Context: an optimization exercise on an open-source flow, tuned for small area and a short achievable clock period. The choices shown serve that exercise and are no tape-out recipe. Only simulation tests tie the RTL to the original design; equivalence was not proved. Power is estimated from default activity; no workload was simulated.

## flow/config.mk

```make
export PLATFORM = sky130hd
export DESIGN_NAME = top_module
export DESIGN_NICKNAME = top_module
export VERILOG_FILES = /design/flow/design.v
export SDC_FILE = /design/flow/constraint.sdc
export NUM_CORES = 4
export LEC_CHECK = 0
export CAP_MARGIN = 20
export CORE_MARGIN = 2
export CORE_UTILIZATION = 40
export SLEW_MARGIN = 20
```

## flow/constraint.sdc

```tcl
create_clock -name core_clock -period 4.5 [get_ports {pclk}]
set_input_delay 0.9000 -clock core_clock [delete_from_list [all_inputs] [get_ports {pclk}]]
set_output_delay 0.9000 -clock core_clock [all_outputs]
set_load 0.01 [all_outputs]
```

## flow/design.v

```verilog
module top_module (
    input         pclk,
    input         presetn,
    input         psel,
    input         penable,
    input         pwrite,
    input  [31:0] paddr,
    input  [31:0] pwdata,
    output [31:0] prdata,
    output        pready,
    output        irq,
    input  [31:0] aux_in,
    input  [31:0] pad_in,
    output [31:0] pad_out,
    output [31:0] pad_oe
);
    reg  [31:0] r_in, r_out, r_oe, r_inte, r_ptrig, r_aux, r_eclk, r_nec;
    reg  [1:0]  r_ctrl;
    reg         v_inte, v_eclk, v_nec;
    reg         r_irq;
    reg  [31:0] r_pad_out;
    reg  [31:0] r_prdata;
    wire        aligned = (paddr[31:6] == 26'd0) && (paddr[1:0] == 2'd0);
    wire [3:0]  a = paddr[5:2];
    wire        wr = psel && penable && pwrite && aligned;
    wire we_out   = wr && (a == 4'd1);
    wire we_oe    = wr && (a == 4'd2);
    wire we_inte  = wr && (a == 4'd3);
    wire we_ptrig = wr && (a == 4'd4);
    wire we_aux   = wr && (a == 4'd5);
    wire we_ctrl  = wr && (a == 4'd6);
    wire we_eclk  = wr && (a == 4'd8);
    wire we_nec   = wr && (a == 4'd9);
    wire [31:0] out_nx  = we_out ? pwdata : r_out;
    wire [31:0] aux_nx  = we_aux ? pwdata : r_aux;
    wire [31:0] pad_nx  = (aux_nx & aux_in) | (~aux_nx & out_nx);
    wire [31:0] pad_val = (r_oe & r_pad_out) | (~r_oe & pad_in);
    wire [31:0] inte    = r_inte & {32{v_inte}};
    wire [31:0] ints_nx = inte & (r_in ^ r_ptrig);
    wire [1:0]  ctrl_nx = we_ctrl ? pwdata[1:0]
                                  : {r_ctrl[1] | (r_ctrl[0] & r_irq), r_ctrl[0]};
    reg  [31:0] rd_nx;
    always @(*) begin
        rd_nx = 32'd0;
        if (aligned) begin
            case (a)
                4'd0: rd_nx = pad_val;
                4'd1: rd_nx = r_out;
                4'd2: rd_nx = r_oe;
                4'd3: rd_nx = inte;
                4'd4: rd_nx = r_ptrig;
                4'd5: rd_nx = r_aux;
                4'd6: rd_nx = {30'd0, ctrl_nx};
                4'd7: rd_nx = ints_nx;
                4'd8: rd_nx = r_eclk & {32{v_eclk}};
                4'd9: rd_nx = r_nec & {32{v_nec}};
                default: rd_nx = 32'd0;
            endcase
        end
    end
    always @(posedge pclk or negedge presetn) begin
        if (!presetn) begin
            r_out     <= 32'd0;
            r_oe      <= 32'd0;
            r_ptrig   <= 32'd0;
            r_aux     <= 32'd0;
            r_ctrl    <= 2'd0;
            v_inte    <= 1'b0;
            v_eclk    <= 1'b0;
            v_nec     <= 1'b0;
            r_irq     <= 1'b0;
            r_pad_out <= 32'd0;
            r_prdata  <= 32'd0;
        end else begin
            r_out     <= out_nx;
            if (we_oe)    r_oe    <= pwdata;
            if (we_ptrig) r_ptrig <= pwdata;
            r_aux     <= aux_nx;
            r_ctrl    <= ctrl_nx;
            if (we_inte)  v_inte  <= 1'b1;
            if (we_eclk)  v_eclk  <= 1'b1;
            if (we_nec)   v_nec   <= 1'b1;
            r_irq     <= |ints_nx;
            r_pad_out <= pad_nx;
            r_prdata  <= rd_nx;
        end
    end
    always @(posedge pclk) begin
        r_in <= pad_val;
        if (we_inte) r_inte <= pwdata;
        if (we_eclk) r_eclk <= pwdata;
        if (we_nec)  r_nec  <= pwdata;
    end
    assign prdata  = r_prdata;
    assign pready  = 1'b1;
    assign irq     = r_irq;
    assign pad_out = r_pad_out;
    assign pad_oe  = r_oe;
endmodule
```

## flow/run.sh

```bash
#!/bin/bash
# synth_recipe.tcl (not shown) runs the flow's synth.tcl, then flattens the netlist and writes it again
# the make line also repeats each setting of config.mk as NAME=value (left out here)
make -C /OpenROAD-flow-scripts/flow DESIGN_CONFIG=/design/flow/config.mk WORK_HOME=/design/flow/orfs CLKGATE_MAP_FILE= SYNTH_SCRIPT=/design/flow/synth_recipe.tcl finish
```

==> reports/metrics.cfg <==
[global_route]
gr-total-overflow = 0
antenna_found_initial = 1
grt_pass1_wl_um = 64630
grt_max_degree = 97
grt_pass1_vias = 10680
track_usage = 0.2209

[sta]
worst_pin_slew_ns = 1.086
max_slew_margin = 0.2760
setup_viol = 0
finalCriticalPeriod_ns = 3.161
period_share = 0.7023
setup_tns_ns = 0
rsz0062_at_grt = no
hold_ws_ns = 0.4117
finClkSkew_ns = 0.02029
timing.fmax_mhz = 316.4
final_hold_viol_count = 0
slew_violations = 0

[clock_network]
cts_resized = 0
path_clk_slew_ns = 0.06
ctsHoldBuffers = 0
cts_buffers = 36
cts_htree_levels = 2
cts_root_buf = clkbuf_16
insertion_delay_ns = 0.52
cts_tree = done
clock-sinks = 326
cts_buffer_depth = 3
postCtsSetupBuffers = 0

[power]
total_power_mw = 6.230
power.share.switching = 0.2197
vdd_drop_max_uv = 201.3
internal_power_mw = 4.861
clkPwrFrac = 0.454
p_leak_nw = 7.328
power_frac_seq = 0.493
p_switching_mw = 1.369
p_per_area_nw_per_um2 = 338.3
pwr-share-comb = 0.054

[floorplan]
rows = 69
die_h_um = 193.3
die_w_um = 193.3
ios = 231
initial_utilization = 0.4051
die_area_um2 = 37380
core_area_um2 = 35400

[route]
routed_wl_um = 41900
vias = 10560
drt_iter0_markers = 922
first_pass_iters = 6
routedWlPerCell_um = 22.77
antenna_left = 0
post-route-drc-count = 0
avgViaCountPerCell = 5.738

[critical_path]
slowest_delay_ns = 0.47
endpoint_kind = flip-flop
cp-start-kind = input port
crit_arrival_ns = 3.56
cp_cell_sequence = clkdlybuf4s50_1 -> nor4_1 -> and4_1 -> nand3_1 -> nor2b_4 -> buf_4 -> mux2_2
cp_max_fo = 12
cp_slowest_cell = and4_1
crit_type = in2reg
required_ns = 4.90

[synthesis]
ys_seq_area_frac = 0.5912
syn_area_per_cell_um2 = 12.74
syn_inst = 1126
synth_ff_type = dfrtp_1
netlist_area_um2 = 14340
synth_seq_cells = 326
async_reset_ff_frac = 0.6074
synth_cell_types = 55
synth.net_count = 1259
yosysWarnings = 1
synth_edf_count = 96

[final_layout]
nFillCells = 3080
multi_input_comb_area_um2 = 5584
regArea_um2 = 8478
final_util = 0.5202
nets = 1485
layout-drive-gt1-share = 0.2009
num_antenna_cells = 0
area_delta_synth_final_pct = 28.40
layout.cells.non_filler = 1840

[worst_hold_path]
hold_class = in2async

[placed_design]
dpl.hpwl_um = 27370
io_buffers = 229
dp.cells = 1775
gp_congestion = 0.8127

[outcome]
status = timing/DRC/antenna clean

[job]
cap_viol_max_count = 0

-- routing by layer --
metal,global-route usage,up-vias,share of wire
met4,0.06418,2,0.022
met1,0.3042,5380,0.44
met2,0.3639,330,0.49
met3,0.03260,50,0.050
met5,0,-,0.00038
li1,-,4796,-
-- cells in the mapped netlist (3+ instances only) --
| cell | number | share of area |
|---|---|---|
| nand4_1 | 6 | 0.0026 |
| a31oi_1 | 11 | 0.0048 |
| mux2_2 | 158 | 0.12 |
| a32oi_1 | 6 | 0.0037 |
| nand3b_1 | 34 | 0.018 |
| o221a_2 | 9 | 0.0071 |
| and4_1 | 4 | 0.0024 |
| buf_1 | 10 | 0.0026 |
| and3_1 | 5 | 0.0022 |
| nor4bb_1 | 3 | 0.0021 |
| xor2_1 | 13 | 0.0079 |
| a221oi_1 | 14 | 0.0086 |
| nor2_1 | 42 | 0.011 |
| o22a_1 | 32 | 0.020 |
| mux2_1 | 4 | 0.0031 |
| a32o_1 | 5 | 0.0035 |
| or4_4 | 3 | 0.0024 |
| nor2b_1 | 5 | 0.0022 |
| inv_1 | 18 | 0.0047 |
| o221a_1 | 23 | 0.018 |
| buf_2 | 6 | 0.0021 |
| nor4_1 | 5 | 0.0022 |
| edfxtp_1 | 96 | 0.20 |
| clkbuf_1 | 53 | 0.014 |
| a222oi_1 | 25 | 0.017 |
| nand3_1 | 17 | 0.0059 |
| buf_6 | 3 | 0.0024 |
| o22ai_1 | 9 | 0.0039 |
| dfxtp_1 | 32 | 0.045 |
| xnor2_1 | 19 | 0.012 |
| a22o_1 | 22 | 0.013 |
| nor3_1 | 4 | 0.0014 |
| a41oi_1 | 20 | 0.012 |
| nand2_1 | 102 | 0.027 |
| o21ai_0 | 56 | 0.020 |
| a22oi_1 | 5 | 0.0026 |
| a21oi_1 | 29 | 0.010 |
| dfrtp_1 | 198 | 0.35 |
-- registers in the layout, summed over array words and instances, names as in the netlist --
signal / count
v_eclk: 1
r_pad_out: 32
v_nec: 1
r_ptrig: 32
v_inte: 1
r_eclk: 32
r_out: 32
r_irq: 1
r_aux: 32
r_nec: 32
r_oe: 32
r_inte: 32
r_prdata: 32
r_in: 32
r_ctrl: 2
-- power by group through the flow --
stage               Clock [mW]  Combinational (mW)  Sequential [mW]
floorplan                    0              0.0922             3.13
global placement             0               0.334             3.13
detailed placement           0               0.336             3.13
CTS                       2.88               0.338             3.07
global route              3.01               0.364             3.07
finish                    2.83               0.335             3.07
-- through the flow --
stage	cell area [um2]	worst slack, ns
global route	18410	1.131
finish	18410	1.339
global placement	17280	0.8235
detailed placement	17280	0.7723
floorplan	14340	0.7443
CTS	18410	1.305
-- critical path, delay by kind of cell --
family	cells	cell delay [ns]
buffers and inverters	2	0.69
muxes	1	0.36
and+or+nand+nor	4	1.60
-- final timing paths --
check	end	slack (ns)	from	cells past startpoint
min in group core_clock	v_nec	0.49	v_nec	1
worst min-delay path	r_pad_out[5]	0.41	presetn	1
worst max-delay path	r_ptrig[2]	1.34	paddr[8]	7
worst max register to register	r_prdata[25]	2.23	v_inte	5
max in group asynchronous	r_prdata[28]	3.15	presetn	2
worst min register to register	v_nec	0.49	v_nec	1
-- cells in the final DEF, fill, tap and decap left out, types with 32 or more instances in the layout --
cell	count
nor2_1	41
clkbuf_16	36
o21ai_0	56
mux2_2	158
clkdlybuf4s50_1	228
nand3b_1	34
nand2_1	102
o22a_1	32
dfrtp_1	198
edfxtp_1	96
dfxtp_1	32
-- logic make-up after synthesis --
family | synth area share
mux | 0.1272
compound gates | 0.1485
xor+xnor | 0.01954
buf+inv | 0.02618
simple gates | 0.08708
other cells | 0.0002615
flops | 0.5912
-- layout make-up --
class / count / area share
clock buffers: 44 / 0.05219
clock inverters: 21 / 0.009310
inverters: 18 / 0.003669
multi-input cells: 709 / 0.3033
flip-flops and latches: 326 / 0.4605
well taps: 461 / 0.03133
repair buffers: 261 / 0.1398

## what the ideal ports hide
No port has a modelled driver above. Below, the same layout with a new extraction and two added sets of constraints.
Step 1 sets driving cells, clkbuf_16 on the clock port and buf_2 on the other inputs (assumed; they add their load-dependent delay and slew).
Step 2 times the ports against the registers' clock, not the clock port: input delays grow and output delays shrink by t, the midpoint of the rising clock arrivals with the driver on.
Slacks: ideal ports / drivers / drivers and shift; pairs: ideal ports / drivers.
shift t [ns]: 0.561
slack for setup (ns): 1.339 / 1.362 / 0.801
hold slack, ns: 0.412 / 0.394 / 0.493
latest minus earliest clock arrival (ns): 0.025 / 0.024
slew at the worst register clock pin (ns): 0.06 / 0.06
After both steps setup and hold are still met in this run. The setup slack of this run moves by +0.023 ns with the drivers and by -0.538 ns with both steps.
